Source: an optimization exercise on an open RTL-to-GDS flow (aim: small area). Production flows keep margins and buffers that such runs may drop.
Where RTL was checked, it was by simulation tests only, not by an equivalence proof against the original.
For runs 5 and 6, only the layout was checked, not whether the RTL still works.
Power is estimated from default activity; no workload was simulated.

### flow/config.mk
export PLATFORM = sky130hd
export DESIGN_NAME = top
export DESIGN_NICKNAME = top
export VERILOG_FILES = /design/flow/design.v
export SDC_FILE = /design/flow/constraint.sdc
export NUM_CORES = 4
export LEC_CHECK = 0
export CAP_MARGIN = 20
export CORE_MARGIN = 2
export CORE_UTILIZATION = 40
export SLEW_MARGIN = 20
### flow/constraint.sdc
create_clock -name core_clock -period 20.0 [get_ports {clk}]
set_input_delay 4.0000 -clock core_clock [delete_from_list [all_inputs] [get_ports {clk}]]
set_output_delay 4.0000 -clock core_clock [all_outputs]
set_load 0.01 [all_outputs]
### flow/design.v
module uart_tx(
    input clk,
    input rst,
    input [7:0] data_in,
    input valid,
    output reg tx
);
    parameter CLK_FREQ = 12000000;
    parameter BAUD_RATE = 9600;
    parameter CLKS_PER_BIT = CLK_FREQ / BAUD_RATE;
    reg [3:0] bit_index;
    reg [13:0] clk_count;
    reg [9:0] tx_shift_reg;
    reg tx_active;
    reg [1:0] state;
    reg [7:0] digits[0:3];
    reg [1:0] digit_index;
    always @(posedge clk or posedge rst) begin
        if (rst) begin
            bit_index <= 0;
            clk_count <= 0;
            tx_shift_reg <= 10'b1111111111;
            tx <= 1;
            tx_active <= 0;
            state <= 0;
            digit_index <= 0;
        end else begin
            case (state)
                0: begin  
                    if (valid && !tx_active) begin
                        digits[0] <= (data_in / 100) + 8'd48;  
                        digits[1] <= ((data_in % 100) / 10) + 8'd48;  
                        digits[2] <= (data_in % 10) + 8'd48;  
                        digits[3] <= 8'd10;  
                        digit_index <= 0;
                        state <= 1;
                    end
                end
                1: begin  
                    if (!tx_active) begin
                        tx_shift_reg <= {1'b1, digits[digit_index], 1'b0};  
                        tx_active <= 1;
                        bit_index <= 0;
                        clk_count <= 0;
                        state <= 2;
                    end
                end
                2: begin  
                    if (tx_active) begin
                        if (clk_count == CLKS_PER_BIT - 1) begin
                            clk_count <= 0;
                            tx <= tx_shift_reg[bit_index];
                            bit_index <= bit_index + 1;
                            if (bit_index == 9) begin
                                tx_active <= 0;
                                tx <= 1;
                                if (digit_index == 3)
                                    state <= 0;
                                else begin
                                    digit_index <= digit_index + 1;
                                    state <= 1;
                                end
                            end
                        end else begin
                            clk_count <= clk_count + 1;
                        end
                    end
                end
            endcase
        end
    end
endmodule
module dht11_reader(
    input clk,
    input rst,
    input dht_data,
    output reg [7:0] temperature,
    output reg data_valid
);
    reg [16:0] counter;
    reg [5:0] bit_index;
    reg [39:0] data_bits;
    reg [3:0] state;
    parameter IDLE = 0, START = 1, WAIT_RESP = 2, READ_BITS = 3, DONE = 4;
    always @(posedge clk or posedge rst) begin
        if (rst) begin
            counter <= 0;
            bit_index <= 0;
            data_bits <= 0;
            state <= IDLE;
            temperature <= 0;
            data_valid <= 0;
        end else begin
            case (state)
                IDLE: begin
                    counter <= counter + 1;
                    if (counter == 100000) begin
                        counter <= 0;
                        state <= START;
                    end
                end
                START: begin
                    counter <= counter + 1;
                    if (counter < 18000) begin
                    end else begin
                        counter <= 0;
                        state <= WAIT_RESP;
                    end
                end
                WAIT_RESP: begin
                    state <= READ_BITS;
                    bit_index <= 0;
                    data_bits <= 0;
                end
                READ_BITS: begin
                    counter <= counter + 1;
                    if (counter == 500) begin
                        data_bits <= {data_bits[38:0], dht_data};
                        bit_index <= bit_index + 1;
                        counter <= 0;
                        if (bit_index == 39) begin
                            state <= DONE;
                        end
                    end
                end
                DONE: begin
                    temperature <= data_bits[31:24];
                    data_valid <= 1;
                    state <= IDLE;
                end
            endcase
        end
    end
endmodule
module top(
    input clk,
    input rst,
    input dht_data,
    output tx,
    output led_red,
    output led_green,
    output led_blue
);
    wire [7:0] temperature;
    wire data_valid;
    dht11_reader reader(
        .clk(clk),
        .rst(rst),
        .dht_data(dht_data),
        .temperature(temperature),
        .data_valid(data_valid)
    );
    uart_tx uart(
        .clk(clk),
        .rst(rst),
        .data_in(temperature),
        .valid(data_valid),
        .tx(tx)
    );
    assign led_red   = (temperature > 30);
    assign led_green = (temperature >= 20 && temperature <= 30);
    assign led_blue  = (temperature < 20);
endmodule
### flow/run.sh
#!/bin/bash
# synth_recipe.tcl (not shown) runs the flow's synth.tcl, then flattens the netlist and writes it again
# the make line also repeats each setting of config.mk as NAME=value (left out here)
make -C /OpenROAD-flow-scripts/flow DESIGN_CONFIG=/design/flow/config.mk WORK_HOME=/design/flow/orfs CLKGATE_MAP_FILE= SYNTH_SCRIPT=/design/flow/synth_recipe.tcl finish
==> results of run 1 <==
cells in the mapped netlist, types with 8 or more instances:
library cell               instances  area, µm²
sky130_fd_sc_hd__a21o_1            8       60.1
sky130_fd_sc_hd__o21ai_1           8       40.0
sky130_fd_sc_hd__dfrtp_1          90       2250
sky130_fd_sc_hd__and2_1           10       62.6
sky130_fd_sc_hd__and3_1            9       56.3
sky130_fd_sc_hd__nand3_1          18       90.1
sky130_fd_sc_hd__nor2_1           71        267
sky130_fd_sc_hd__dfstp_2          10        263
sky130_fd_sc_hd__inv_1            34        128
sky130_fd_sc_hd__o22ai_1          10       62.6
sky130_fd_sc_hd__nand2_1         148        556
sky130_fd_sc_hd__o21ai_0          90        450
sky130_fd_sc_hd__nand4_1          16        100
sky130_fd_sc_hd__a21oi_1          38        190
sky130_fd_sc_hd__xnor2_1          17        149
sky130_fd_sc_hd__or3_1             8       50.1
sky130_fd_sc_hd__xor2_1           17        149
sky130_fd_sc_hd__nand2b_1         10       62.6
sky130_fd_sc_hd__ha_1             24        300
sky130_fd_sc_hd__nor3_1           16       80.1
sky130_fd_sc_hd__edfxtp_1         18        541
sky130_fd_sc_hd__clkbuf_1         31        116
kinds of logic after synthesis:
| family | synth area share [%] |
|---|---|
| compound gates | 22.4 |
| buf+inv | 4.09 |
| fa+ha+maj | 4.29 |
| flops | 40.6 |
| simple gates | 22.5 |
| xor+xnor | 4.39 |
| mux | 1.75 |
placed cells by master (no fill, tap or decap), types with 5 or more instances in the layout:
cell / n
sky130_fd_sc_hd__nor2b_1: 7
sky130_fd_sc_hd__edfxtp_1: 18
sky130_fd_sc_hd__nand4_1: 16
sky130_fd_sc_hd__xor2_1: 17
sky130_fd_sc_hd__clkbuf_16: 17
sky130_fd_sc_hd__inv_1: 33
sky130_fd_sc_hd__o21ai_1: 8
sky130_fd_sc_hd__nand2b_1: 10
sky130_fd_sc_hd__nand3_1: 18
sky130_fd_sc_hd__xnor2_1: 17
sky130_fd_sc_hd__a31oi_1: 6
sky130_fd_sc_hd__mux2_2: 5
sky130_fd_sc_hd__a221oi_1: 5
sky130_fd_sc_hd__o211ai_1: 5
sky130_fd_sc_hd__a22oi_1: 6
sky130_fd_sc_hd__a21oi_1: 38
sky130_fd_sc_hd__o21ai_0: 90
sky130_fd_sc_hd__nand2_1: 148
sky130_fd_sc_hd__o21a_1: 5
sky130_fd_sc_hd__or3_1: 8
sky130_fd_sc_hd__and2_1: 10
sky130_fd_sc_hd__nor2_1: 70
sky130_fd_sc_hd__dfrtp_1: 90
sky130_fd_sc_hd__dfstp_2: 10
sky130_fd_sc_hd__and3_1: 9
sky130_fd_sc_hd__buf_4: 6
sky130_fd_sc_hd__clkdlybuf4s50_1: 6
sky130_fd_sc_hd__nor3_1: 15
sky130_fd_sc_hd__o22ai_1: 10
sky130_fd_sc_hd__a21o_1: 8
sky130_fd_sc_hd__a211oi_1: 7
sky130_fd_sc_hd__ha_1: 24
sky130_fd_sc_hd__a22o_1: 5
area by class of cell:
type,instances,share of cell area [%]
flip-flops and latches,118,36.6
inverters,35,1.60
multi-input cells,671,50.0
well taps,234,3.51
repair buffers,12,1.26
clock buffers,22,5.44
clock inverters,10,1.59
power by group:
part | leakage (nW) | switching [mW] | internal, mW
clock network | 0.280 | 0.108 | 0.198
registers | 1.51 | 0 | 0.244
logic | 1.47 | 0.00411 | 0.000508
metrics by stage:
step,util (%),hold slack [ns],setup slack (ns)
after floorplan,-,0.441,13.40
after global placement,41.8,0.459,13.79
after detailed placement,41.8,0.469,13.82
after CTS,44.9,0.478,13.36
after global routing,44.9,0.488,13.08
final,44.9,0.474,13.37
worst min-delay path by stage:
stage,slack [ns],cells past startpoint,end
floorplan,0.44,1,reader.data_valid
global placement,0.46,2,reader.data_bits[22]
detailed placement,0.47,2,reader.data_bits[24]
CTS,0.48,2,uart.tx_shift_reg[7]
global route,0.49,2,uart.tx_shift_reg[2]
finish,0.47,2,reader.data_bits[21]
metal layers:
layer | vias to the layer above | routed length [µm] | GRT usage, %
met5 | - | 0 | 0
met4 | 0 | 222 | 5.47
met3 | 20 | 580 | 3.63
met2 | 122 | 6980 | 24.4
met1 | 2825 | 8250 | 25.8
li1 | 3098 | - | -
critical path: cells and delay by family, from the launching register on:
kind | cells | cell delay [ns]
buffers and inverters | 2 | 0.93
AO/OA/AOI/OAI | 1 | 0.56
AND/OR/NAND/NOR | 1 | 0.13
flip-flops | 1 | 0.58
==> flow_metrics.tcl, run 1 <==
set metrics [dict create \
    clkSlewWorstSetupHoldPaths_ns 0.06 \
    max_cap_violations 0 \
    ctsLongestPathBuffers 2 \
    finalSetupViolations 0 \
    cts_hold_buf 0 \
    synth-seq-area-share_pct 40.6 \
    cts_resized 0 \
    synth_cell_types 90 \
    synth_ff_type "sky130_fd_sc_hd__dfrtp_1" \
    critical_path.cell_chain "inv_1, nand2_1, a2111oi_0, clkdlybuf4s50_1" \
    timing_hold_violations_final 0 \
    max_stage_delay_ns 0.65 \
    die_span_in_x_um 141 \
    finalSetupTns_ns 0 \
    worst_pin_slew_ns 1.00 \
    finalCritPeriodShare_pct 33.1 \
    grt_antenna_before_repair 0 \
    dp.cells 1070 \
    regMostFlops "reader.data_bits" \
    setup.reg_to_reg.worst_slack_ns 14.62 \
    biggestRegsByFlops "reader.data_bits x32, uart.digits x18, reader.counter x17" \
    fmax_mhz 151 \
    postSynthNetCount 893 \
    powerDensity_mw_per_mm2 66.3 \
    reg2reg_from "reader.temperature[6]" \
    crit_required_ns 16.00 \
    post-route-drc-count 0 \
    netlist_area_mm2 0.00753 \
    drt-vias-per-instance 5.50 \
    worstHoldStart "reader.data_bits[21]" \
    final_design_area_no_fill_mm2 0.00835 \
    vdd.ir_drop.worst_v 0.0000609 \
    diodes 0 \
    setup.worst_path.start "reader.temperature[3]" \
    final_wl_um 16000 \
    cts_made_buffers 17 \
    r2r-end "uart.digits[2][6]" \
    number_of_global_route_vias_before_repair 5561 \
    core_area_mm2 0.0186 \
    flip_flop_and_latch_area_mm2 0.00306 \
    final_cell_count_no_fill 1102 \
    antenna_violating_nets_post_route 0 \
    setup.worst_path.end_class "output port" \
    fin_crit_ns 6.63 \
    grt_pass1_wl_um 28000 \
    drive_above_1_share_pct 10.5 \
    timing.clock.skew_ns 0.0101 \
    fillerInstances 1789 \
    slew-limit-headroom_pct 33.0 \
    timing_worst_setup_path_type "flop to output port" \
    startpoint_type "flop" \
    area_taken_by_multi_input_logic_gates_mm2 0.00418 \
    flow.area_growth_from_synthesis_pct 10.9 \
    maximum_number_of_pins_on_one_net_before_global_route_repair 57 \
    cts_tree "yes" \
    globalRouteTotalUtil_pct 17.1 \
    start_util_pct 40.5 \
    yosys_warnings 3 \
    post_synth_inst_count 866 \
    h-tree-depth 4 \
    grt_setup_unrepaired "no" \
    grt_overflow 0 \
    place.gp.congestion 0.850 \
    synth_edf_count 18 \
    io-pin-count 7 \
    drt_first_pass_iters 4 \
    endpoint "led_blue" \
    detailed_place.area_mm2 0.00776 \
    clk-insertion-delay-late_ns 0.42 \
    p_total_mw 0.554 \
    synth-seq-cells 118 \
    asyncSetResetFlopFracSynth_pct 84.7 \
    ff_to_ff_path_depth 18 \
    numPortBuffers 6 \
    worst_ep_arrival_time_ns 2.63 \
    status "no timing/DRC/antenna violations" \
    cts_setup_buffers 0 \
    detailroute.via_count 6065 \
    finalMaxSlewViolations 0 \
    crit_slowest_cell "sky130_fd_sc_hd__clkdlybuf4s50_1" \
    largest_reg_flops 32 \
    master_cell_of_the_clock_root_buffer "sky130_fd_sc_hd__clkbuf_16" \
    avgRoutedWirePerCell_um 14.6 \
    min_path_type "flop to flop" \
    finalNetCount 882 \
    dp_hpwl_um 11000 \
    num_rows 50 \
    die-area_mm2 0.0199 \
    syn_area_per_cell_um2 8.69 \
    cts.sinks 118 \
    timing.critical_path.fanout_max 20 \
    leakagePower_nw 3.25 \
    drt_iter0_markers 386 \
    die_y_um 141 \
]
==> run 2: changes to the inputs <==
==> flow/design.v (replaced) <==
module top(
    input clk,
    input rst,
    input dht_data,
    output tx,
    output led_red,
    output led_green,
    output led_blue
);
    reg [8:0] q;
    reg [8:0] b;
    reg [9:0] temp;      
    reg [9:0] cap;       
    reg       valid;
    wire tick  = (q == 9'd500);
    wire sp    = (b == 9'd288);
    wire last  = (b == 9'd287);
    wire done  = sp & (q == 9'd232);
    wire shift = tick & (b[8:3] == 6'b100000);    
    wire clear = ~b[8] & b[7];                    
    wire [3:0] o  = cap[3:0];
    wire [3:0] t  = cap[7:4];
    wire [3:0] oa = (o >= 4'd5) ? o + 4'd3 : o;
    wire [3:0] ta = (t >= 4'd5) ? t + 4'd3 : t;
    wire [9:0] dd = {cap[8], ta, oa, dht_data};
    always @(posedge clk or posedge rst) begin
        if (rst) begin
            q <= 9'd233;
            b <= 9'd288;
            temp <= 10'd0;
            valid <= 1'b0;
        end else begin
            if (tick) begin
                q <= last ? 9'd232 : 9'd0;
                b <= sp ? 9'd13 : b + 9'd1;
            end else begin
                q <= q + 9'd1;
            end
            if (done) begin
                temp <= cap;
                valid <= 1'b1;
            end
        end
    end
    always @(posedge clk) begin
        if (done)
            cap <= temp;
        else if (shift)
            cap <= dd;
        else if (clear)
            cap <= 10'd0;
    end
    assign led_red   = (temp[9:8] != 2'd0) | (temp[7:4] > 4'd3) |
                       ((temp[7:4] == 4'd3) & (temp[3:0] != 4'd0));
    assign led_blue  = (temp[9:8] == 2'd0) & (temp[7:4] < 4'd2);
    assign led_green = ~led_red & ~led_blue;
    reg [10:0] p;
    reg [3:0]  s;
    reg [1:0]  c;
    reg        old;     
    wire pt  = (p == 11'd1251);
    wire s9  = (s == 4'd9);
    wire c3  = (c == 2'd3);
    wire eom = pt & s9 & c3;
    always @(posedge clk or posedge rst) begin
        if (rst) begin
            p <= 11'd0;
            s <= 4'd0;
            c <= 2'd0;
        end else if (valid) begin
            if (pt) begin
                p <= {9'd0, ~s9, s9 & ~c3};
                s <= s9 ? 4'd0 : s + 4'd1;
                if (s9)
                    c <= c + 2'd1;
            end else begin
                p <= p + 11'd1;
            end
        end
    end
    always @(posedge clk) begin
        if (~valid | eom)
            old <= 1'b0;
        else if (done)
            old <= 1'b1;
    end
    wire [9:0] v = old ? cap : temp;
    wire [1:0] k = s[1:0] - 2'd2;    
    reg dbit;
    always @(*) begin
        case (c)
            2'd0: dbit = ~k[1] & v[{3'b100, k[0]}];
            2'd1: dbit = v[{2'b01, k}];
            2'd2: dbit = v[{2'b00, k}];
            default: dbit = k[0];
        endcase
    end
    assign tx = (s == 4'd0) |
                ((s >= 4'd2) & (s <= 4'd5) & dbit) |
                ((s == 4'd6 | s == 4'd7) & ~c3);
endmodule
==> flow_metrics.tcl, run 2 <==
set metrics [dict create \
    status "no timing/DRC/antenna violations" \
    number_of_global_route_vias_before_repair 2089 \
    drt_iter0_markers 143 \
    antenna_violating_nets_post_route 0 \
    grt_antenna_before_repair 0 \
    fmax_mhz 151 \
    timing_hold_violations_final 0 \
    regMostFlops "p" \
    cts_hold_buf 0 \
    critical_path.cell_chain "mux4_2, a2bb2oi_1, a22oi_1, o221ai_1, clkdlybuf4s50_1" \
    grt_setup_unrepaired "no" \
    timing.clock.skew_ns 0.00444 \
    dp_worst_setup_slack_ns 13.71 \
    die_y_um 93.0 \
    cts_made_buffers 9 \
    netlist_area_mm2 0.00317 \
    asyncSetResetFlopFracSynth_pct 80.7 \
    post-route-drc-count 0 \
    most_common_cell_after_layout_fill_and_taps_aside "sky130_fd_sc_hd__dfrtp_1" \
    diodes 0 \
    finalNetCount 317 \
    p_total_mw 0.212 \
    min_path_type "flop to flop" \
    grt_overflow 0 \
    drive_above_1_share_pct 15.3 \
    maximum_number_of_pins_on_one_net_before_global_route_repair 47 \
    detailroute.via_count 2201 \
    ctsLongestPathBuffers 2 \
    slew-limit-headroom_pct 36.6 \
    post-synth-top-count-cell "sky130_fd_sc_hd__dfrtp_1" \
    core_area_mm2 0.00769 \
    crit_slowest_cell "sky130_fd_sc_hd__dfrtp_1" \
    leakagePower_nw 1.40 \
    globalRouteTotalUtil_pct 15.0 \
    largest_reg_flops 11 \
    final_wl_um 5900 \
    sequentialPowerShare_pct 55.6 \
    num_rows 32 \
    finalMaxSlewViolations 0 \
    cell_family_with_most_cp_delay "flip-flops" \
    final.hold.worst_slack_ns 0.509 \
    crit_required_ns 16.00 \
    comb_power_share_pct 1.0 \
    timing_worst_setup_path_type "flop to output port" \
    clk-insertion-delay-late_ns 0.34 \
    cts_tree "yes" \
    synth-seq-cells 57 \
    numPortBuffers 6 \
    finalSetupViolations 0 \
    synth_edf_count 10 \
    dp_hpwl_um 3960 \
    avgRoutedWirePerCell_um 14.4 \
    layout_common_cells "39 x sky130_fd_sc_hd__dfrtp_1, 22 x sky130_fd_sc_hd__nor2_1, 17 x sky130_fd_sc_hd__inv_1" \
    startpoint_type "flop" \
    drt_first_pass_iters 4 \
    postSynthNetCount 310 \
    vdd.ir_drop.worst_v 0.0000318 \
    synth_ff_type "sky130_fd_sc_hd__dfrtp_1" \
    synth_top_cell_by_area "sky130_fd_sc_hd__dfrtp_1" \
    drt-vias-per-instance 5.38 \
    io-pin-count 7 \
    synth_cell_types 55 \
    internal_power_mw 0.165 \
    grt_pass1_wl_um 10200 \
    yosys_warnings 1 \
    final_cell_count_no_fill 409 \
    yosys.area.top_type_share_pct 30.8 \
    flow.area_growth_from_synthesis_pct 9.68 \
    die-area_mm2 0.00865 \
    timing.critical_path.fanout_max 14 \
    post_synth_inst_count 295 \
    cts_setup_buffers 0 \
    netSwitchingPower_mw 0.0470 \
    setup.worst_path.end_class "output port" \
    biggestRegsByFlops "p x11, cap x10, temp x10" \
    place.gp.congestion 0.799 \
    synth-seq-area-share_pct 46.7 \
    worst_pin_slew_ns 0.947 \
    finalSetupTns_ns 0 \
    post_synth_most_frequent_cells "39 x sky130_fd_sc_hd__dfrtp_1, 22 x sky130_fd_sc_hd__nor2_1, 18 x sky130_fd_sc_hd__inv_1, 16 x sky130_fd_sc_hd__xnor2_1, 14 x sky130_fd_sc_hd__nand2_1" \
    clkSlewWorstSetupHoldPaths_ns 0.06 \
    die_span_in_x_um 93.0 \
    dp.cells 393 \
    power.share.clock_pct 43.3 \
    finalCritPeriodShare_pct 33.2 \
    h-tree-depth 3 \
    max_cap_violations 0 \
    ranking_of_synthesized_cells_by_area "sky130_fd_sc_hd__dfrtp_1 31%, sky130_fd_sc_hd__edfxtp_1 9.5%, sky130_fd_sc_hd__dfstp_2 5.8%" \
    worst_slack_ns 13.36 \
    syn_area_per_cell_um2 10.7 \
    max_stage_delay_ns 0.72 \
    powerDensity_mw_per_mm2 61.0 \
    switch_share_pct 22.2 \
    fin_crit_ns 6.64 \
    master_cell_of_the_clock_root_buffer "sky130_fd_sc_hd__clkbuf_8" \
    start_util_pct 41.2 \
    crit_buf_inv 1 \
    cts_resized 0 \
    worst_ep_arrival_time_ns 2.64 \
    cts.sinks 57 \
]
[run 2: cell count changes in the layout (fill, tap and decap cells not counted), moves of 9 or more]
cell	delta
sky130_fd_sc_hd__a21oi_1	-29
sky130_fd_sc_hd__and2_1	-9
sky130_fd_sc_hd__clkbuf_16	-17
sky130_fd_sc_hd__clkbuf_8	+9
sky130_fd_sc_hd__dfrtp_1	-51
sky130_fd_sc_hd__ha_1	-12
sky130_fd_sc_hd__inv_1	-16
sky130_fd_sc_hd__nand2_1	-134
sky130_fd_sc_hd__nand4_1	-10
sky130_fd_sc_hd__nor2_1	-48
sky130_fd_sc_hd__o21ai_0	-79
sky130_fd_sc_hd__o22ai_1	-10
sky130_fd_sc_hd__xor2_1	-9
[run 2: metrics by stage]
stage	utilization (%)	instance area, µm²
final	45.2	3470
after global routing	45.2	3470
after CTS	45.2	3470
after detailed placement	43.1	3310
after global placement	43.1	3310
after floorplan	-	3170
[run 2: kinds of logic (layout without fill, tap and decap cells)]
group / count (synthesis) / count (layout) / synth area share, %
AO/OA/AOI/OAI: 51 / 51 / 11.5
XOR/XNOR: 24 / 24 / 6.64
adder cells (fa/ha/maj): 12 / 12 / 4.74
buffers and inverters: 29 / 41 / 3.79
flip-flops: 57 / 57 / 46.7
multiplexers: 22 / 22 / 9.00
AND/OR/NAND/NOR: 100 / 100 / 17.6
[run 2: power groups by stage]
stage / clock [mW] / combinational (mW) / sequential, mW
final: 0.0918 / 0.00220 / 0.118
after CTS: 0.0948 / 0.00245 / 0.118
after detailed placement: 0 / 0.00243 / 0.120
after global placement: 0 / 0.00244 / 0.120
after global routing: 0.0999 / 0.00268 / 0.118
after floorplan: 0 / 0.00135 / 0.120
[run 2: worst paths after layout]
path | slack, ns | from | to | depth (start not counted)
hold reg to reg | 0.51 | b[6] | b[6] | 1
setup / recovery | 13.36 | s[0] | tx | 5
setup reg to reg | 17.13 | b[8] | cap[3] | 5
max in group asynchronous | 15.41 | rst | temp[2] | 2
hold / removal | 0.51 | b[6] | b[6] | 1
min in group asynchronous | 4.11 | rst | p[3] | 2
[run 2: final cells by class]
| cell class | count | area [µm²] |
|---|---|---|
| clock buffer | 11 | 141 |
| clock inverter | 5 | 21.3 |
| fill | 735 | 4210 |
| inverter | 18 | 68.8 |
| multi-input combinational | 209 | 1570 |
| sequential | 57 | 1480 |
| tap | 102 | 128 |
| timing repair buffer | 7 | 67.6 |
[run 2: routing by layer]
metal / vias to the layer above / GRT usage (%) / share of wire (%) / wire, µm
li1: 1083 / - / - / -
met1: 1074 / 21.2 / 50 / 2970
met2: 36 / 21.4 / 45 / 2640
met3: 8 / 5.48 / 3.8 / 222
met4: 0 / 4.41 / 1.2 / 68
met5: - / 0 / 0 / 0
[run 2: worst reg2reg max path: cells and delay by family, from the launching register on]
family	cells	cell delay (ns)
and+or+nand+nor	3	1.15
DFF	1	0.55
AOI/OAI and AO/OA	1	0.49
buffers and inverters	1	0.33
==> run 3: changes to the inputs <==
==> flow/design.v (replaced) <==
module top(
    input clk,
    input rst,
    input dht_data,
    output tx,
    output led_red,
    output led_green,
    output led_blue
);
    reg [8:0] q;
    reg [8:0] b;
    reg [9:0] cap;       
    reg       red, blue;
    reg       valid;
    wire q_fb  = q[3] ^ q[8];
    wire tick  = (q == 9'b011110001);
    wire samp  = (q == 9'b001111000);
    wire last  = b[8] & (&b[4:0]);                
    wire done  = tick & last;                     
    wire shift = samp & (b[8:3] == 6'b100000);    
    wire clear = ~b[8] & b[7];                    
    wire [1:0] ch = cap[9:8];
    wire [3:0] ct = cap[7:4];
    wire [3:0] co = cap[3:0];
    wire [3:0] oa = (co >= 4'd5) ? co + 4'd3 : co;
    wire [3:0] ta = (ct >= 4'd5) ? ct + 4'd3 : ct;
    wire [8:0] q_nx;
    assign q_nx[0] = tick ? (last ? 1'b1 : 1'b0) : q_fb;
    assign q_nx[1] = q[0];
    assign q_nx[2] = q[1];
    assign q_nx[3] = q[2];
    assign q_nx[4] = tick ? (last ? 1'b0 : 1'b1) : q[3];
    assign q_nx[5] = q[4];
    assign q_nx[6] = q[5];
    assign q_nx[7] = tick ? (last ? 1'b1 : 1'b0) : q[6];
    assign q_nx[8] = q[7];
    always @(posedge clk or posedge rst) begin
        if (rst) begin
            q <= 9'b111100011;
            b <= 9'd12;
            red <= 1'b0;
            blue <= 1'b1;
            valid <= 1'b0;
        end else begin
            q <= q_nx;
            if (tick)
                b <= last ? 9'd12 : b + 9'd1;
            if (done) begin
                red <= (ch != 2'd0) | (ct > 4'd3) | ((ct == 4'd3) & (co != 4'd0));
                blue <= (ch == 2'd0) & (ct < 4'd2);
                valid <= 1'b1;
            end
        end
    end
    always @(posedge clk) begin
        if (shift)
            cap <= {cap[8], ta, oa, dht_data};
        else if (clear)
            cap <= 10'd0;
    end
    assign led_red   = red;
    assign led_blue  = blue;
    assign led_green = ~red & ~blue;
    reg [10:0] p;
    reg [3:0]  s;
    reg [1:0]  c;
    reg [9:0]  v;       
    reg        pend;    
    wire p_fb = p[8] ^ p[10];
    wire pt  = (p == 11'b10000001001);
    wire s9  = &s;
    wire c3  = &c;
    wire eom = pt & s9 & c3;
    wire [10:0] p_nx;
    assign p_nx[0] = p_fb;
    assign p_nx[1] = p[0];
    assign p_nx[2] = pt ? (s9 ? (c3 ? 1'b0 : 1'b1) : 1'b1) : p[1];
    assign p_nx[3] = pt ? (s9 ? (c3 ? 1'b0 : 1'b0) : 1'b1) : p[2];
    assign p_nx[4] = pt ? (s9 ? (c3 ? 1'b0 : 1'b0) : 1'b0) : p[3];
    assign p_nx[5] = p[4];
    assign p_nx[6] = p[5];
    assign p_nx[7] = p[6];
    assign p_nx[8] = p[7];
    assign p_nx[9] = pt ? (s9 ? (c3 ? 1'b1 : 1'b0) : 1'b0) : p[8];
    assign p_nx[10] = pt ? (s9 ? (c3 ? 1'b1 : 1'b1) : 1'b0) : p[9];
    always @(posedge clk or posedge rst) begin
        if (rst) begin
            p <= 11'b01111111010;
            s <= 4'd15;
            c <= 2'd0;
        end else begin
            p <= p_nx;
            if (pt) begin
                s <= s9 ? 4'd6 : s + 4'd1;
                if (s9)
                    c <= c + 2'd1;
            end
        end
    end
    always @(posedge clk) begin
        if (eom & (pend | done))
            v <= cap;
        pend <= ~eom & (pend | done);
    end
    wire [1:0] k = s[1:0];    
    reg dbit;
    always @(*) begin
        case (c)
            2'd0: dbit = ~k[1] & v[{3'b100, k[0]}];
            2'd1: dbit = v[{2'b01, k}];
            2'd2: dbit = v[{2'b00, k}];
            default: dbit = k[0];
        endcase
    end
    assign tx = ~valid | (s == 4'd6) |
                ((s[3:2] == 2'b10) & dbit) |
                ((s[3:1] == 3'b110) & ~c3);
endmodule
--- a/flow/config.mk
+++ b/flow/config.mk
@@ -8,4 +8,7 @@
 export CAP_MARGIN = 20
 export CORE_MARGIN = 2
 export CORE_UTILIZATION = 40
+export CTS_BUF_LIST = sky130_fd_sc_hd__clkbuf_4
+export CTS_CLUSTER_DIAMETER = 100
+export CTS_CLUSTER_SIZE = 30
 export SLEW_MARGIN = 20
==> flow_metrics.tcl, run 3 <==
set metrics [dict create \
    status "no timing/DRC/antenna violations" \
    cts_made_buffers 9 \
    timing_worst_setup_path_type "flop to output port" \
    avgRoutedWirePerCell_um 14.1 \
    yosys.area.top_type_share_pct 22.5 \
    p_total_mw 0.226 \
    yosys.area_share.xor_xnor_pct 2.96 \
    sequentialPowerShare_pct 54.9 \
    die_y_um 85.6 \
    diodes 0 \
    ranking_of_synthesized_cells_by_area "sky130_fd_sc_hd__edfxtp_1 23%, sky130_fd_sc_hd__dfstp_2 21%, sky130_fd_sc_hd__dfrtp_1 16%" \
    clk-insertion-delay-late_ns 0.40 \
    max_cap_violations 0 \
    postLayoutCoreUtil_pct 46.4 \
    worst_ep_arrival_time_ns 2.44 \
    crit_required_ns 16.00 \
    r2r-end "v[0]" \
    synth_compound_area_share_pct 8.87 \
    syn_area_per_cell_um2 11.8 \
    min_path_type "flop to flop" \
    finalSetupViolations 0 \
    fmax_mhz 155 \
    switch_share_pct 22.0 \
    timing.clock.skew_ns 0.0120 \
    finalSetupTns_ns 0 \
    post-route-drc-count 0 \
    post_synth_inst_count 226 \
    grt_pass1_wl_um 8010 \
    grt_antenna_before_repair 0 \
    fin_crit_ns 6.44 \
    biggestRegsByFlops "p x11, cap x10, v x10" \
    start_util_pct 41.8 \
    grt_setup_unrepaired "no" \
    synth_edf_count 20 \
    reg2reg_from "q[5]" \
    finalMaxSlewViolations 0 \
    core_area_mm2 0.00639 \
    numPortBuffers 6 \
    yosys_warnings 1 \
    globalRouteTotalUtil_pct 14.2 \
    synth_fa_ha_area_share_pct 5.63 \
    synth-seq-cells 59 \
    place.gp.congestion 0.785 \
    synth_cell_types 49 \
    drt-vias-per-instance 5.18 \
    die-area_mm2 0.00734 \
    finalNetCount 253 \
    power.share.clock_pct 44.2 \
    most_common_cell_after_layout_fill_and_taps_aside "sky130_fd_sc_hd__dfstp_2" \
    synth_ff_type "sky130_fd_sc_hd__dfstp_2" \
    netSwitchingPower_mw 0.0499 \
    final_wl_um 4500 \
    num_rows 29 \
    setup.worst_path.end_class "output port" \
    netlist_area_mm2 0.00267 \
    io-pin-count 7 \
    synth-seq-area-share_pct 59.9 \
    synth_top_family_by_area "simple AND/OR/NAND/NOR gates" \
    internal_power_mw 0.177 \
    detailroute.via_count 1658 \
    timing_hold_violations_final 0 \
    powerDensity_mw_per_mm2 76.4 \
    vdd.ir_drop.worst_v 0.0000438 \
    regMostFlops "p" \
    setup.reg_to_reg.worst_slack_ns 17.47 \
    cts_hold_buf 0 \
    worst_slack_ns 13.56 \
    timing.critical_path.fanout_max 8 \
    antenna_violating_nets_post_route 0 \
    flow.area_growth_from_synthesis_pct 11.2 \
    startpoint_type "flop" \
    drive_above_1_share_pct 20.2 \
    dp_worst_setup_slack_ns 13.96 \
    ctsLongestPathBuffers 2 \
    worst_pin_slew_ns 0.916 \
    post_synth_most_frequent_cells "21 x sky130_fd_sc_hd__dfstp_2, 20 x sky130_fd_sc_hd__edfxtp_1, 18 x sky130_fd_sc_hd__nand2_1, 17 x sky130_fd_sc_hd__dfrtp_1, 16 x sky130_fd_sc_hd__inv_1" \
    maximum_number_of_pins_on_one_net_before_global_route_repair 39 \
    master_cell_of_the_clock_root_buffer "sky130_fd_sc_hd__clkbuf_4" \
    largest_reg_flops 11 \
    h-tree-depth 3 \
    synth_top_cell_by_area "sky130_fd_sc_hd__edfxtp_1" \
    asyncSetResetFlopFracSynth_pct 64.4 \
    cts_setup_buffers 0 \
    ff_to_ff_path_depth 4 \
    endpoint "tx" \
    layout_common_cells "21 x sky130_fd_sc_hd__dfstp_2, 20 x sky130_fd_sc_hd__edfxtp_1, 18 x sky130_fd_sc_hd__nand2_1" \
    comb_power_share_pct 0.9 \
    dp_hpwl_um 3040 \
    postSynthNetCount 241 \
    drt_first_pass_iters 4 \
    synth_simple_gate_area_share_pct 15.5 \
    synthMuxAreaShare_pct 3.71 \
    setup.worst_path.start "s[0]" \
    post-synth-top-count-cell "sky130_fd_sc_hd__dfstp_2" \
    leakagePower_nw 1.14 \
    die_span_in_x_um 85.6 \
    number_of_global_route_vias_before_repair 1722 \
    cts_resized 0 \
    slew-limit-headroom_pct 38.5 \
    cts.sinks 59 \
    cts_tree "yes" \
    grt_overflow 0 \
    clkSlewWorstSetupHoldPaths_ns 0.11 \
    finalCritPeriodShare_pct 32.2 \
    drt_iter0_markers 62 \
]
-- run 3: cell types whose count changed after synthesis, moves of 5 or more --
cell                        before  now
sky130_fd_sc_hd__xor2_1          8    3
sky130_fd_sc_hd__nand2b_1        2    7
sky130_fd_sc_hd__nor3_1         10    4
sky130_fd_sc_hd__dfstp_2         7   21
sky130_fd_sc_hd__mux2_4          6    0
sky130_fd_sc_hd__o2bb2ai_1       8    0
sky130_fd_sc_hd__xnor2_1        16    6
sky130_fd_sc_hd__dfrtp_1        39   17
sky130_fd_sc_hd__nor2_1         22   15
sky130_fd_sc_hd__edfxtp_1       10   20
-- run 3: metrics by stage --
stage	cell area, µm²	hold slack (ns)	instances
final	2970	0.374	320
after detailed placement	2800	0.356	304
after CTS	2970	0.376	320
after global placement	2800	0.352	304
after global routing	2970	0.379	320
after floorplan	2670	0.347	226
-- run 3: power groups by stage --
stage | clock, mW | combinational [mW] | sequential (mW)
final | 0.100 | 0.00197 | 0.124
after global routing | 0.108 | 0.00247 | 0.124
after CTS | 0.103 | 0.00212 | 0.124
after detailed placement | 0 | 0.00211 | 0.127
after global placement | 0 | 0.00212 | 0.127
after floorplan | 0 | 0.00113 | 0.127
-- run 3: how the worst min path moves through the flow --
stage          startpoint  depth (start not counted)  endpoint  slack (ns)
2_1_floorplan        p[0]                          0      p[1]        0.35
3_3_place_gp         p[0]                          0      p[1]        0.35
3_5_place_dp         p[0]                          0      p[1]        0.36
4_1_cts              p[4]                          0      p[5]        0.38
5_1_grt              p[4]                          0      p[5]        0.38
6_report             p[4]                          0      p[5]        0.37
-- run 3: cells by family (layout without fill, tap and decap cells) --
group / count (synthesis) / in the layout
DFF: 59 / 59
adders and majority gates: 12 / 12
and+or+nand+nor: 78 / 78
buffers and inverters: 22 / 39
xor gates and xnor gates: 9 / 9
AOI/OAI and AO/OA: 38 / 38
muxes: 8 / 8
-- run 3: cell type report --
class,count,area (µm²)
fillers,574,3420
flip-flops and latches,59,1600
multi-input cells,145,977
clock inverters,7,98.8
well taps,77,96.3
clock buffers,9,67.6
repair buffers,7,67.6
inverters,16,60.1
-- run 3: critical path, cell delays in order, from the launching register on --
cell and delay (ns):
sky130_fd_sc_hd__dfstp_2 0.64, sky130_fd_sc_hd__mux4_2 0.52, sky130_fd_sc_hd__a2bb2oi_1 0.14, sky130_fd_sc_hd__a31oi_1 0.17, sky130_fd_sc_hd__o211ai_1 0.10, sky130_fd_sc_hd__clkdlybuf4s50_1 0.48
-- run 3: routing by layer --
metal  GRT usage [%]  vias to the layer above  wire [µm]
met5               0                        -          0
met4            7.94                        0        105
met3            2.89                       10        111
met2            21.7                       22       2070
met1            19.0                      805       2210
li1                -                      821          -
==> run 4: changes to the inputs <==
--- a/flow/config.mk
+++ b/flow/config.mk
@@ -8,7 +8,4 @@
 export CAP_MARGIN = 20
 export CORE_MARGIN = 2
 export CORE_UTILIZATION = 40
-export CTS_BUF_LIST = sky130_fd_sc_hd__clkbuf_4
-export CTS_CLUSTER_DIAMETER = 100
-export CTS_CLUSTER_SIZE = 30
 export SLEW_MARGIN = 20
==> flow_metrics.tcl, run 4 <==
set metrics [dict create \
    biggestRegsByFlops "p x11, cap x10, v x10" \
    grt_setup_unrepaired "no" \
    cts_tree "yes" \
    timing_worst_setup_path_type "flop to output port" \
    ff_to_ff_path_depth 4 \
    vdd.ir_drop.worst_v 0.0000436 \
    cts.sinks 59 \
    start_util_pct 41.8 \
    finalSetupTns_ns 0 \
    timing_hold_violations_final 0 \
    leakagePower_nw 1.16 \
    worst_pin_slew_ns 0.917 \
    status "no timing/DRC/antenna violations" \
    drt_iter0_markers 43 \
    synth_top_family_by_area "simple AND/OR/NAND/NOR gates" \
    post-synth-top-count-cell "sky130_fd_sc_hd__dfstp_2" \
    antenna_violating_nets_post_route 0 \
    power.share.clock_pct 48.1 \
    detailroute.via_count 1658 \
    cts_hold_buf 0 \
    crit_buf_inv 1 \
    final_design_area_no_fill_mm2 0.00302 \
    num_rows 29 \
    core_area_mm2 0.00639 \
    worst_slack_ns 13.62 \
    ctsLongestPathBuffers 2 \
    finalNetCount 253 \
    drt-vias-per-instance 5.18 \
    finalMaxSlewViolations 0 \
    yosys.area.top_type_share_pct 22.5 \
    postSynthNetCount 241 \
    numPortBuffers 6 \
    max_cap_violations 0 \
    globalRouteTotalUtil_pct 14.3 \
    cts_made_buffers 9 \
    internal_power_mw 0.191 \
    ranking_of_synthesized_cells_by_area "sky130_fd_sc_hd__edfxtp_1 23%, sky130_fd_sc_hd__dfstp_2 21%, sky130_fd_sc_hd__dfrtp_1 16%" \
    maximum_number_of_pins_on_one_net_before_global_route_repair 39 \
    netlist_area_mm2 0.00267 \
    post_synth_most_frequent_cells "21 x sky130_fd_sc_hd__dfstp_2, 20 x sky130_fd_sc_hd__edfxtp_1, 18 x sky130_fd_sc_hd__nand2_1, 17 x sky130_fd_sc_hd__dfrtp_1, 16 x sky130_fd_sc_hd__inv_1" \
    setup.reg_to_reg.worst_slack_ns 17.47 \
    dp_worst_setup_slack_ns 13.96 \
    yosys.area_share.xor_xnor_pct 2.96 \
    setup.worst_path.end_class "output port" \
    cts_setup_buffers 0 \
    crit_slowest_cell "sky130_fd_sc_hd__dfstp_2" \
    min_path_type "flop to flop" \
    worst_ep_arrival_time_ns 2.38 \
    syn_area_per_cell_um2 11.8 \
    flow.area_growth_from_synthesis_pct 13.1 \
    timing.clock.skew_ns 0.0101 \
    synth-seq-area-share_pct 59.9 \
    diodes 0 \
    regMostFlops "p" \
    worstHoldStart "p[5]" \
    timing.critical_path.fanout_max 8 \
    crit_required_ns 16.00 \
    synth-seq-cells 59 \
    hold_critical_path_depth 0 \
    h-tree-depth 3 \
    clkSlewWorstSetupHoldPaths_ns 0.08 \
    max_stage_delay_ns 0.63 \
    die_y_um 85.6 \
    drive_above_1_share_pct 20.2 \
    synth_top_cell_by_area "sky130_fd_sc_hd__edfxtp_1" \
    fin_crit_ns 6.38 \
    asyncSetResetFlopFracSynth_pct 64.4 \
    number_of_global_route_vias_before_repair 1705 \
    synth_cell_types 49 \
    finalSetupViolations 0 \
    grt_antenna_before_repair 0 \
    most_common_cell_after_layout_fill_and_taps_aside "sky130_fd_sc_hd__dfstp_2" \
    synth_ff_type "sky130_fd_sc_hd__dfstp_2" \
    largest_reg_flops 11 \
    p_total_mw 0.244 \
    synth_edf_count 20 \
    postLayoutCoreUtil_pct 47.2 \
    drt_first_pass_iters 4 \
    cts_resized 0 \
    master_cell_of_the_clock_root_buffer "sky130_fd_sc_hd__clkbuf_8" \
    switch_share_pct 21.6 \
    slew-limit-headroom_pct 38.4 \
    post-route-drc-count 0 \
    final_wl_um 4540 \
    grt_overflow 0 \
    yosys_warnings 1 \
    fmax_mhz 157 \
    io-pin-count 7 \
    die-area_mm2 0.00734 \
    reg2reg_from "q[5]" \
    startpoint_type "flop" \
    avgRoutedWirePerCell_um 14.2 \
    comb_power_share_pct 0.8 \
    finalCritPeriodShare_pct 31.9 \
    critical_path.cell_chain "mux4_2, a2bb2oi_1, a31oi_1, o211ai_1, clkdlybuf4s50_1" \
    synth_compound_area_share_pct 8.87 \
    clk-insertion-delay-late_ns 0.34 \
    cell_family_with_most_cp_delay "flip-flops" \
    post_synth_inst_count 226 \
    layout_common_cells "21 x sky130_fd_sc_hd__dfstp_2, 20 x sky130_fd_sc_hd__edfxtp_1, 18 x sky130_fd_sc_hd__nand2_1" \
    synthMuxAreaShare_pct 3.71 \
    place.gp.congestion 0.785 \
    synth_simple_gate_area_share_pct 15.5 \
    worstHoldEndpoint "p[6]" \
    dp_hpwl_um 3040 \
    die_span_in_x_um 85.6 \
    r2r-end "v[8]" \
    detailed_place.area_mm2 0.00280 \
    sequentialPowerShare_pct 51.1 \
    netSwitchingPower_mw 0.0526 \
    synth_fa_ha_area_share_pct 5.63 \
    grt_pass1_wl_um 7980 \
    powerDensity_mw_per_mm2 80.7 \
]
[run 4: cell counts after synthesis]
No cell type changed its count.
[run 4: worst max-delay path by stage]
stage | from | end | depth (start not counted)
2_1_floorplan | s[0] | tx | 5
3_3_place_gp | s[0] | tx | 5
3_5_place_dp | s[0] | tx | 5
4_1_cts | s[0] | tx | 5
5_1_grt | s[0] | tx | 5
6_report | s[0] | tx | 5
[run 4: final cells by class]
cell class	instances	area, µm²
clock buffer	10	149
clock inverter	6	68.8
fill	567	3370
inverter	16	60.1
multi-input combinational	145	977
sequential	59	1600
tap	77	96.3
timing repair buffer	7	67.6
[run 4: power groups by stage]
stage,logic (mW),clock network [mW],registers (mW)
3_5_place_dp,0.00211,0,0.127
3_3_place_gp,0.00212,0,0.127
2_1_floorplan,0.00113,0,0.127
4_1_cts,0.00212,0.121,0.124
6_report,0.00198,0.117,0.124
5_1_grt,0.00247,0.126,0.124
[run 4: routing by layer]
layer	vias up	global-route usage, %	share of wire (%)
met5	-	0	0
met2	25	21.5	45
li1	821	-	-
met4	0	9.24	2.4
met3	9	2.60	2.5
met1	803	19.0	50
[run 4: logic make-up (layout without fill, tap and decap cells)]
kind of cell | Yosys count | count (layout)
mux | 8 | 8
fa+ha+maj | 12 | 12
buf+inv | 22 | 39
xor+xnor | 9 | 9
compound gates | 38 | 38
flops | 59 | 59
simple gates | 78 | 78
[run 4: through the flow]
stage	cells	hold slack, ns
6_report	320	0.369
5_1_grt	320	0.373
3_5_place_dp	304	0.356
4_1_cts	320	0.370
3_3_place_gp	304	0.352
2_1_floorplan	226	0.347
==> run 5: changes to the inputs <==
--- a/flow/design.v
+++ b/flow/design.v
@@ -22,8 +22,18 @@
     wire [1:0] ch = cap[9:8];
     wire [3:0] ct = cap[7:4];
     wire [3:0] co = cap[3:0];
-    wire [3:0] oa = (co >= 4'd5) ? co + 4'd3 : co;
-    wire [3:0] ta = (ct >= 4'd5) ? ct + 4'd3 : ct;
+    function [3:0] adj(input [3:0] d);
+        reg a3;
+        begin
+            a3 = d[3] | (d[2] & (d[1] | d[0]));
+            adj = {a3,
+                   (d[3] & d[0]) | (d[2] & ~d[1] & ~d[0]),
+                   (d[1] & (~d[2] | d[0])) | (d[3] & ~d[0]),
+                   d[0] ^ a3};
+        end
+    endfunction
+    wire [3:0] oa = adj(co);
+    wire [3:0] ta = adj(ct);
     wire [8:0] q_nx;
     assign q_nx[0] = tick ? (last ? 1'b1 : 1'b0) : q_fb;
     assign q_nx[1] = q[0];
@@ -46,8 +56,8 @@
             if (tick)
                 b <= last ? 9'd12 : b + 9'd1;
             if (done) begin
-                red <= (ch != 2'd0) | (ct > 4'd3) | ((ct == 4'd3) & (co != 4'd0));
-                blue <= (ch == 2'd0) & (ct < 4'd2);
+                red <= (|ch) | ct[3] | ct[2] | (ct[1] & ct[0] & (|co));
+                blue <= ~((|ch) | ct[3] | ct[2] | ct[1]);
                 valid <= 1'b1;
             end
         end
--- a/flow/config.mk
+++ b/flow/config.mk
@@ -8,4 +8,7 @@
 export CAP_MARGIN = 20
 export CORE_MARGIN = 2
 export CORE_UTILIZATION = 40
+export CTS_BUF_LIST = sky130_fd_sc_hd__clkbuf_16
+export CTS_CLUSTER_DIAMETER = 500
+export CTS_CLUSTER_SIZE = 60
 export SLEW_MARGIN = 20
==> flow_metrics.tcl, run 5 <==
set metrics [dict create \
    status "no timing/DRC/antenna violations" \
    post_synth_inst_count 208 \
    die_span_in_x_um 84.4 \
    fillerInstances 580 \
    h-tree-depth 3 \
    cts_made_buffers 9 \
    met2WireLength_um 2010 \
    dp_worst_setup_slack_ns 13.80 \
    post-synth-top-count-cell "sky130_fd_sc_hd__dfstp_2" \
    worst_ep_arrival_time_ns 2.53 \
    postLayoutCoreUtil_pct 47.7 \
    postSynthNetCount 218 \
    finalSetupViolations 0 \
    timing.clock.skew_ns 0.00658 \
    grt_setup_unrepaired "no" \
    timing.critical_path.fanout_max 8 \
    netlist_area_mm2 0.00258 \
    layout_common_cells "21 x sky130_fd_sc_hd__dfstp_2, 20 x sky130_fd_sc_hd__edfxtp_1, 17 x sky130_fd_sc_hd__o21ai_0, 17 x sky130_fd_sc_hd__dfrtp_1, 13 x sky130_fd_sc_hd__inv_1" \
    dp_hpwl_um 2870 \
    ranking_of_synthesized_cells_by_area "sky130_fd_sc_hd__edfxtp_1 23%, sky130_fd_sc_hd__dfstp_2 21%, sky130_fd_sc_hd__dfrtp_1 16%" \
    number_of_global_route_vias_before_repair 1622 \
    biggestRegsByFlops "p x11, cap x10, v x10" \
    place.gp.congestion 0.816 \
    min_path_type "flop to flop" \
    die_y_um 84.4 \
    r2r-end "v[1]" \
    finalNetCount 232 \
    asyncSetResetFlopFracSynth_pct 64.4 \
    grt_antenna_before_repair 0 \
    antenna_violating_nets_post_route 0 \
    final_wl_um 4490 \
    worstHoldStart "p[6]" \
    max_cap_violations 0 \
    die-area_mm2 0.00712 \
    startpoint_type "flop" \
    final.hold.worst_slack_ns 0.361 \
    clk-insertion-delay-late_ns 0.33 \
    start_util_pct 40.9 \
    detailroute.via_count 1645 \
    post_synth_most_frequent_cells "21 x sky130_fd_sc_hd__dfstp_2, 20 x sky130_fd_sc_hd__edfxtp_1, 17 x sky130_fd_sc_hd__dfrtp_1, 17 x sky130_fd_sc_hd__o21ai_0, 12 x sky130_fd_sc_hd__inv_1" \
    most_common_cell_after_layout_fill_and_taps_aside "sky130_fd_sc_hd__dfstp_2" \
    worst_pin_slew_ns 0.498 \
    met1Wirelength_um 2240 \
    synth-seq-area-share_pct 61.8 \
    finalMaxSlewViolations 0 \
    met3_wl_um 158 \
    fmax_mhz 153 \
    diodes 0 \
    finalCritPeriodShare_pct 32.6 \
    drt-vias-per-instance 5.41 \
    setup.worst_path.end_class "output port" \
    synth_top_cell_by_area "sky130_fd_sc_hd__edfxtp_1" \
    syn_area_per_cell_um2 12.4 \
    numPortBuffers 6 \
    timing_hold_violations_final 0 \
    cts.sinks 59 \
    clkSlewWorstSetupHoldPaths_ns 0.05 \
    synth_ff_type "sky130_fd_sc_hd__dfstp_2" \
    synth-seq-cells 59 \
    yosys.area.top_type_share_pct 23.2 \
    cts_resized 0 \
    maximum_number_of_pins_on_one_net_before_global_route_repair 39 \
    ff_to_ff_path_depth 4 \
    finalSetupTns_ns 0 \
    largest_reg_flops 11 \
    crit_required_ns 16.00 \
    ctsLongestPathBuffers 2 \
    vdd.ir_drop.worst_v 0.0000801 \
    grt_pass1_wl_um 7660 \
    flow.area_growth_from_synthesis_pct 16.7 \
    yosys_warnings 1 \
    worst_slack_ns 13.47 \
    grt_overflow 0 \
    cts_hold_buf 0 \
    timing_worst_setup_path_type "flop to output port" \
    p_total_mw 0.273 \
    fin_crit_ns 6.53 \
    drt_first_pass_iters 4 \
    synth_edf_count 20 \
    regMostFlops "p" \
    avgRoutedWirePerCell_um 14.8 \
    post-route-drc-count 0 \
    core_area_mm2 0.00631 \
    drive_above_1_share_pct 19.8 \
    leakagePower_nw 1.18 \
    setup.reg_to_reg.worst_slack_ns 17.69 \
    drt_iter0_markers 81 \
    reg2reg_from "q[6]" \
    hold_critical_path_depth 0 \
    num_rows 29 \
    route.top_layer_used "met4" \
    globalRouteTotalUtil_pct 14.1 \
    cts_setup_buffers 0 \
    worstHoldEndpoint "p[7]" \
    master_cell_of_the_clock_root_buffer "sky130_fd_sc_hd__clkbuf_16" \
    cts_tree "yes" \
    powerDensity_mw_per_mm2 90.6 \
    slew-limit-headroom_pct 66.7 \
    io-pin-count 7 \
    synth_cell_types 50 \
]
## run 5: metrics by stage
| step | instance area, µm² | instances |
|---|---|---|
| floorplan | 2580 | 208 |
| global placement | 2730 | 288 |
| detailed placement | 2730 | 288 |
| CTS | 3010 | 304 |
| global route | 3010 | 304 |
| finish | 3010 | 304 |
## run 5: kinds of logic after synthesis
kind of cell	synth area share [%]
flops	61.8
mux	2.52
compound gates	14.0
buf+inv	2.76
fa+ha+maj	3.39
simple gates	14.4
xor+xnor	1.02
## run 5: area by class of cell
cell class | count | area, µm² | share of cell area [%]
Sequential cell | 59 | 1600 | 53.0
Multi-Input combinational cell | 132 | 915 | 30.3
Clock buffer | 9 | 225 | 7.47
Tap cell | 77 | 96.3 | 3.20
Timing Repair Buffer | 8 | 75.1 | 2.49
Clock inverter | 7 | 60.1 | 1.99
Inverter | 12 | 45.0 | 1.49
## run 5: how the worst max path moves through the flow
| stage | start | endpoint | slack, ns |
|---|---|---|---|
| CTS | s[0] | tx | 13.45 |
| global route | s[0] | tx | 13.35 |
| finish | s[0] | tx | 13.47 |
| global placement | s[0] | tx | 13.83 |
| floorplan | s[0] | tx | 14.16 |
| detailed placement | s[0] | tx | 13.80 |
## run 5: layer usage
| metal | up-vias | GRT usage [%] |
|---|---|---|
| met3 | 8 | 6.49 |
| met4 | 0 | 6.20 |
| met5 | - | 0 |
| met2 | 19 | 20.3 |
| met1 | 809 | 18.3 |
| li1 | 809 | - |
## run 5: power by group
group / total (mW) / leakage [nW] / internal (mW) / switching [mW]
clock network: 0.146 / 0.145 / 0.0947 / 0.0517
logic: 0.00197 / 0.447 / 0.000494 / 0.00148
registers: 0.125 / 0.592 / 0.125 / 0
## run 5: critical path, stage by stage (launching register included)
cell and delay (ns):
sky130_fd_sc_hd__dfstp_2 0.63, sky130_fd_sc_hd__mux4_2 0.52, sky130_fd_sc_hd__nand2b_1 0.15, sky130_fd_sc_hd__a311oi_1 0.30, sky130_fd_sc_hd__o211ai_1 0.12, sky130_fd_sc_hd__clkdlybuf4s50_1 0.48
==> run 6: changes to the inputs <==
--- a/flow/config.mk
+++ b/flow/config.mk
@@ -8,7 +8,7 @@
 export CAP_MARGIN = 20
 export CORE_MARGIN = 2
 export CORE_UTILIZATION = 40
-export CTS_BUF_LIST = sky130_fd_sc_hd__clkbuf_16
+export CTS_BUF_LIST = sky130_fd_sc_hd__clkbuf_8
 export CTS_CLUSTER_DIAMETER = 500
 export CTS_CLUSTER_SIZE = 60
 export SLEW_MARGIN = 20
==> flow_metrics.tcl, run 6 <==
set metrics [dict create \
    finalSetupViolations 0 \
    post-route-drc-count 0 \
    setup.worst_path.start "s[0]" \
    powerDensity_mw_per_mm2 80.6 \
    maximum_number_of_pins_on_one_net_before_global_route_repair 39 \
    core_area_mm2 0.00631 \
    drt_iter0_markers 85 \
    cts_setup_buffers 0 \
    biggestRegsByFlops "p x11, cap x10, v x10" \
    post-synth-top-count-cell "sky130_fd_sc_hd__dfstp_2" \
    cts.sinks 59 \
    yosys_warnings 1 \
    numPortBuffers 6 \
    min_path_type "flop to flop" \
    area_taken_by_multi_input_logic_gates_um2 915 \
    yosys.area.top_type_share_pct 23.2 \
    io-pin-count 7 \
    asyncSetResetFlopFracSynth_pct 64.4 \
    die_y_um 84.4 \
    grt_setup_unrepaired "no" \
    post_synth_most_frequent_cells "21 x sky130_fd_sc_hd__dfstp_2, 20 x sky130_fd_sc_hd__edfxtp_1, 17 x sky130_fd_sc_hd__dfrtp_1, 17 x sky130_fd_sc_hd__o21ai_0, 12 x sky130_fd_sc_hd__inv_1" \
    slew-limit-headroom_pct 67.1 \
    timing_worst_setup_path_type "flop to output port" \
    finalSetupTns_ns 0 \
    crit_required_ns 16.00 \
    largest_reg_flops 11 \
    flip_flop_and_latch_area_mm2 0.00160 \
    diodes 0 \
    drive_above_1_share_pct 20.3 \
    vdd.ir_drop.worst_v 0.0000472 \
    place.gp.congestion 0.816 \
    regMostFlops "p" \
    drt_first_pass_iters 5 \
    met1Wirelength_um 2250 \
    detailroute.via_count 1635 \
    avgRoutedWirePerCell_um 14.5 \
    die-area_mm2 0.00712 \
    finalNetCount 232 \
    met2WireLength_um 1950 \
    dp.cells 288 \
    synth_ff_type "sky130_fd_sc_hd__dfstp_2" \
    num_rows 29 \
    synth_top_cell_by_area "sky130_fd_sc_hd__edfxtp_1" \
    cts_made_buffers 9 \
    finalMaxSlewViolations 0 \
    synth_edf_count 20 \
    antenna_violating_nets_post_route 0 \
    reg2reg_from "p[3]" \
    status "no timing/DRC/antenna violations" \
    master_cell_of_the_clock_root_buffer "sky130_fd_sc_hd__clkbuf_8" \
    final_wl_um 4410 \
    ctsLongestPathBuffers 2 \
    setup.reg_to_reg.worst_slack_ns 17.74 \
    cts_hold_buf 0 \
    cts_resized 0 \
    timing_hold_violations_final 0 \
    timing.critical_path.fanout_max 8 \
    hold_critical_path_depth 0 \
    synth-seq-cells 59 \
    met3_wl_um 156 \
    cts_tree "yes" \
    max_cap_violations 0 \
    syn_area_per_cell_um2 12.4 \
    layout_common_cells "21 x sky130_fd_sc_hd__dfstp_2, 20 x sky130_fd_sc_hd__edfxtp_1, 17 x sky130_fd_sc_hd__o21ai_0, 17 x sky130_fd_sc_hd__dfrtp_1, 13 x sky130_fd_sc_hd__inv_1" \
    synth_cell_types 50 \
    postLayoutCoreUtil_pct 46.5 \
    r2r-end "v[1]" \
    synth-seq-area-share_pct 61.8 \
    clkSlewWorstSetupHoldPaths_ns 0.07 \
    startpoint_type "flop" \
    h-tree-depth 3 \
    worst_ep_arrival_time_ns 2.54 \
    most_common_cell_after_layout_fill_and_taps_aside "sky130_fd_sc_hd__dfstp_2" \
    grt_pass1_wl_um 7580 \
    fin_crit_ns 6.54 \
    ranking_of_synthesized_cells_by_area "sky130_fd_sc_hd__edfxtp_1 23%, sky130_fd_sc_hd__dfstp_2 21%, sky130_fd_sc_hd__dfrtp_1 16%" \
    clk-insertion-delay-late_ns 0.33 \
    number_of_global_route_vias_before_repair 1602 \
    worstHoldStart "p[6]" \
    route.top_layer_used "met4" \
    flow.area_growth_from_synthesis_pct 13.5 \
    leakagePower_nw 1.15 \
    ff_to_ff_path_depth 4 \
    netlist_area_mm2 0.00258 \
    die_span_in_x_um 84.4 \
    setup.worst_path.end_class "output port" \
    worst_pin_slew_ns 0.492 \
    fmax_mhz 153 \
    post_synth_inst_count 208 \
    drt-vias-per-instance 5.38 \
    finalCritPeriodShare_pct 32.7 \
    grt_overflow 0 \
    timing.clock.skew_ns 0.0112 \
    dp_hpwl_um 2870 \
    final_cell_count_no_fill 304 \
    postSynthNetCount 218 \
    fillerInstances 588 \
    start_util_pct 40.9 \
    grt_antenna_before_repair 0 \
    worstHoldEndpoint "p[7]" \
    globalRouteTotalUtil_pct 13.7 \
]
run 6: logic make-up after synthesis:
group	Yosys count	share of synthesized area, %
XOR/XNOR	3	1.02
flip-flops	59	61.8
multiplexers	5	2.52
buffers and inverters	17	2.76
adder cells (fa/ha/maj)	7	3.39
AO/OA/AOI/OAI	54	14.0
AND/OR/NAND/NOR	63	14.4
run 6: power breakdown:
| part | switching [mW] | total, mW | internal [mW] |
|---|---|---|---|
| Combinational | 0.00149 | 0.00198 | 0.000494 |
| Sequential | 0 | 0.124 | 0.124 |
| Clock | 0.0463 | 0.110 | 0.0637 |
run 6: area by class of cell:
class	instances	share of cell area, %
Multi-Input combinational cell	132	31.2
Inverter	12	1.54
Clock buffer	11	5.16
Clock inverter	5	1.79
Sequential cell	59	54.5
Tap cell	77	3.28
Timing Repair Buffer	8	2.56
run 6: how the worst max path moves through the flow:
stage | endpoint | slack, ns | depth (start not counted)
global placement | tx | 13.83 | 5
detailed placement | tx | 13.80 | 5
CTS | tx | 13.44 | 5
finish | tx | 13.46 | 5
floorplan | tx | 14.16 | 5
global route | tx | 13.33 | 5
run 6: routing by layer:
metal | GRT usage (%) | vias up
met5 | 0 | -
met4 | 5.34 | 0
met2 | 20.1 | 25
met1 | 18.3 | 796
li1 | - | 808
met3 | 5.60 | 6
run 6: through the flow:
stage	area [µm²]	hold WS [ns]	power [mW]	worst slack, ns
5_1_grt	2930	0.374	0.245	13.33
3_5_place_dp	2730	0.360	0.129	13.80
4_1_cts	2930	0.365	0.239	13.44
3_3_place_gp	2730	0.351	0.129	13.83
6_report	2930	0.360	0.236	13.46
2_1_floorplan	2580	0.347	0.128	14.16
run 6: critical path, cell delays in order, from the launching register on:
cell	delay (ns)
sky130_fd_sc_hd__dfstp_2	0.64
sky130_fd_sc_hd__mux4_2	0.52
sky130_fd_sc_hd__nand2b_1	0.15
sky130_fd_sc_hd__a311oi_1	0.30
sky130_fd_sc_hd__o211ai_1	0.12
sky130_fd_sc_hd__clkdlybuf4s50_1	0.48
==> run 7: changes to the inputs <==
--- a/flow/design.v
+++ b/flow/design.v
@@ -75,7 +75,6 @@
     reg [3:0]  s;
     reg [1:0]  c;
     reg [9:0]  v;       
-    reg        pend;    
     wire p_fb = p[8] ^ p[10];
     wire pt  = (p == 11'b10000001001);
     wire s9  = &s;
@@ -107,10 +106,10 @@
             end
         end
     end
+    wire fresh = done | (~b[8] & ~b[7]);    
     always @(posedge clk) begin
-        if (eom & (pend | done))
+        if (eom & fresh)
             v <= cap;
-        pend <= ~eom & (pend | done);
     end
     wire [1:0] k = s[1:0];    
     reg dbit;
--- a/flow/config.mk
+++ b/flow/config.mk
@@ -8,7 +8,7 @@
 export CAP_MARGIN = 20
 export CORE_MARGIN = 2
 export CORE_UTILIZATION = 40
-export CTS_BUF_LIST = sky130_fd_sc_hd__clkbuf_8
-export CTS_CLUSTER_DIAMETER = 500
-export CTS_CLUSTER_SIZE = 60
+export CTS_BUF_LIST = sky130_fd_sc_hd__clkbuf_4
+export CTS_CLUSTER_DIAMETER = 100
+export CTS_CLUSTER_SIZE = 30
 export SLEW_MARGIN = 20
==> flow_metrics.tcl, run 7 <==
set metrics [dict create \
    finalSetupViolations 0 \
    finalSetupTns_ns 0 \
    place.gp.congestion 0.774 \
    cts_resized 0 \
    synth_cell_types 49 \
    setup.worst_path.end_class "output port" \
    yosys_warnings 1 \
    leakagePower_nw 1.10 \
    post-route-drc-count 0 \
    asyncSetResetFlopFracSynth_pct 65.5 \
    fillerInstances 590 \
    synth_ff_type "sky130_fd_sc_hd__dfstp_2" \
    timing.critical_path.fanout_max 6 \
    worst_ep_arrival_time_ns 2.45 \
    final_cell_count_no_fill 306 \
    synth_simple_gate_area_share_pct 15.0 \
    avgRoutedWirePerCell_um 14.3 \
    groute.layer.met1.usage_pct 19.9 \
    clk-insertion-delay-late_ns 0.41 \
    fmax_mhz 155 \
    regMostFlops "p" \
    number_of_global_route_vias_before_repair 1557 \
    synth_top_family_by_area "simple AND/OR/NAND/NOR gates" \
    flow.area_growth_from_synthesis_pct 11.1 \
    cts_hold_buf 0 \
    cts.sinks 58 \
    worstHoldStart "q[5]" \
    grt_antenna_before_repair 0 \
    grt_setup_unrepaired "no" \
    synthMuxAreaShare_pct 3.44 \
    dp_hpwl_um 2880 \
    io-pin-count 7 \
    timing_worst_setup_path_type "flop to output port" \
    cts_made_buffers 9 \
    worst_pin_slew_ns 0.913 \
    num_rows 29 \
    globalRoute.busiestLayer "met1" \
    r2r-end "v[3]" \
    met2_usage_pct 19.0 \
    crit_required_ns 16.00 \
    diodes 0 \
    crit_slowest_cell "sky130_fd_sc_hd__dfstp_2" \
    grt_pass1_wl_um 7560 \
    final_wl_um 4380 \
    finalMaxSlewViolations 0 \
    drt_first_pass_iters 5 \
    globalRouteTotalUtil_pct 13.9 \
    critical_path.cell_chain "mux4_2, a2bb2oi_1, a31oi_1, o211ai_1, clkdlybuf4s50_1" \
    grt_overflow 0 \
    ranking_of_synthesized_cells_by_area "sky130_fd_sc_hd__edfxtp_1 24%, sky130_fd_sc_hd__dfstp_2 22%, sky130_fd_sc_hd__dfrtp_1 17%" \
    biggestRegsByFlops "p x11, cap x10, v x10" \
    synth_top_cell_by_area "sky130_fd_sc_hd__edfxtp_1" \
    powerDensity_mw_per_mm2 74.7 \
    yosys.area_share.xor_xnor_pct 1.38 \
    fin_crit_ns 6.45 \
    cts_tree "yes" \
    post_synth_inst_count 210 \
    synth-seq-area-share_pct 61.9 \
    startpoint_type "flop" \
    synth_edf_count 20 \
    detailroute.via_count 1620 \
    drt_iter0_markers 64 \
    worstHoldEndpoint "q[6]" \
    hold_critical_path_depth 0 \
    largest_reg_flops 11 \
    netlist_area_mm2 0.00255 \
    antenna_violating_nets_post_route 0 \
    die_y_um 83.8 \
    vdd.ir_drop.worst_v 0.0000328 \
    drt-vias-per-instance 5.29 \
    dp.cells 290 \
    finalNetCount 234 \
    drive_above_1_share_pct 20.5 \
    post_synth_most_frequent_cells "21 x sky130_fd_sc_hd__dfstp_2, 20 x sky130_fd_sc_hd__edfxtp_1, 17 x sky130_fd_sc_hd__dfrtp_1, 14 x sky130_fd_sc_hd__inv_1, 14 x sky130_fd_sc_hd__o21ai_0" \
    status "no timing/DRC/antenna violations" \
    most_common_cell_after_layout_fill_and_taps_aside "sky130_fd_sc_hd__dfstp_2" \
    master_cell_of_the_clock_root_buffer "sky130_fd_sc_hd__clkbuf_4" \
    cts_setup_buffers 0 \
    yosys.area.top_type_share_pct 23.6 \
    reg2reg_from "b[0]" \
    setup.reg_to_reg.worst_slack_ns 17.33 \
    postSynthNetCount 220 \
    timing_hold_violations_final 0 \
    finalCritPeriodShare_pct 32.3 \
    start_util_pct 40.8 \
    met3_usage_pct 3.56 \
    timing.clock.skew_ns 0.00571 \
    synth_fa_ha_area_share_pct 3.44 \
    min_path_type "flop to flop" \
    synth-seq-cells 58 \
    core_area_mm2 0.00624 \
    max_stage_delay_ns 0.63 \
    clkSlewWorstSetupHoldPaths_ns 0.10 \
    layout_common_cells "21 x sky130_fd_sc_hd__dfstp_2, 20 x sky130_fd_sc_hd__edfxtp_1, 17 x sky130_fd_sc_hd__dfrtp_1" \
    ctsLongestPathBuffers 2 \
    synth_compound_area_share_pct 11.5 \
    ff_to_ff_path_depth 6 \
    numPortBuffers 6 \
    slew-limit-headroom_pct 39.2 \
    syn_area_per_cell_um2 12.1 \
    max_cap_violations 0 \
    maximum_number_of_pins_on_one_net_before_global_route_repair 39 \
    die_span_in_x_um 83.8 \
    post-synth-top-count-cell "sky130_fd_sc_hd__dfstp_2" \
    die-area_mm2 0.00702 \
    h-tree-depth 3 \
]
run 7: worst max path at each step:
stage / startpoint / to / depth (start not counted)
2_1_floorplan: s[0] / tx / 5
3_3_place_gp: s[0] / tx / 5
3_5_place_dp: s[0] / tx / 5
4_1_cts: s[0] / tx / 5
5_1_grt: s[0] / tx / 5
6_report: s[0] / tx / 5
run 7: logic make-up after synthesis:
logic type / Yosys count
mux: 7
xor+xnor: 4
fa+ha+maj: 7
simple gates: 69
buf+inv: 19
compound gates: 46
flops: 58
run 7: area by class of cell:
class                           count  area, µm²  share of cell area [%]
Multi-Input combinational cell    133        886                    31.3
Clock buffer                        9       67.6                    2.39
Clock inverter                      7       76.3                    2.70
Tap cell                           77       96.3                    3.40
Timing Repair Buffer                8       75.1                    2.65
Inverter                           14       52.6                    1.86
Sequential cell                    58       1580                    55.7
run 7: where the power goes:
group / internal [mW] / switching, mW / leakage [nW]
clock network: 0.0390 / 0.0483 / 0.0774
registers: 0.122 / 0 / 0.584
logic: 0.000495 / 0.00148 / 0.441
total: 0.162 / 0.0497 / 1.10
run 7: routing by layer:
layer,share of wire [%],vias to the layer above,wire (µm)
met3,3.3,11,145
li1,-,804,-
met2,43,23,1910
met5,0,-,0
met1,51,782,2230
met4,2.4,0,107
run 7: critical path: cells and delay by family, from the launching register on:
kind	cells	cell delay, ns
DFF	1	0.63
AOI/OAI and AO/OA	3	0.42
muxes	1	0.52
buffers and inverters	1	0.48
run 7: stage by stage:
step,instance area (µm²),util (%),total power [mW],hold WS (ns),setup slack [ns]
floorplan,2550,-,0.126,0.347,14.47
global placement,2690,43.1,0.127,0.356,14.01
detailed placement,2690,43.1,0.127,0.357,13.98
CTS,2830,45.4,0.215,0.374,13.50
global route,2830,45.4,0.220,0.376,13.44
finish,2830,45.4,0.212,0.372,13.55

-- port drivers added, routing unchanged --
Ports are ideal in the flow. The routed layouts listed here were re-timed in OpenROAD. Step 1 sets driving cells, clkbuf_16 on the clock port and buf_2 on the other inputs (assumed; they add their load-dependent delay and slew). Step 2 also shifts input and output timing later by t, the mid clock arrival at the registers, as if the neighbouring blocks saw the same clock. a / b / c = ideal / step 1 / step 2; a / b = the first two.
| run | t (ns) | setup slack, ns |
|---|---|---|
| run 1 | 0.457 | 13.371 / 13.330 / 13.787 |
| run 2 | 0.364 | 13.360 / 13.330 / 13.694 |
| run 3 | 0.420 | 13.556 / 13.531 / 13.951 |
| run 4 | 0.362 | 13.620 / 13.593 / 13.955 |
| run 5 | 0.357 | 13.473 / 13.439 / 13.796 |
| run 6 | 0.352 | 13.463 / 13.433 / 13.786 |
| run 7 | 0.434 | 13.545 / 13.519 / 13.953 |
After both steps every run listed still meets setup and hold.
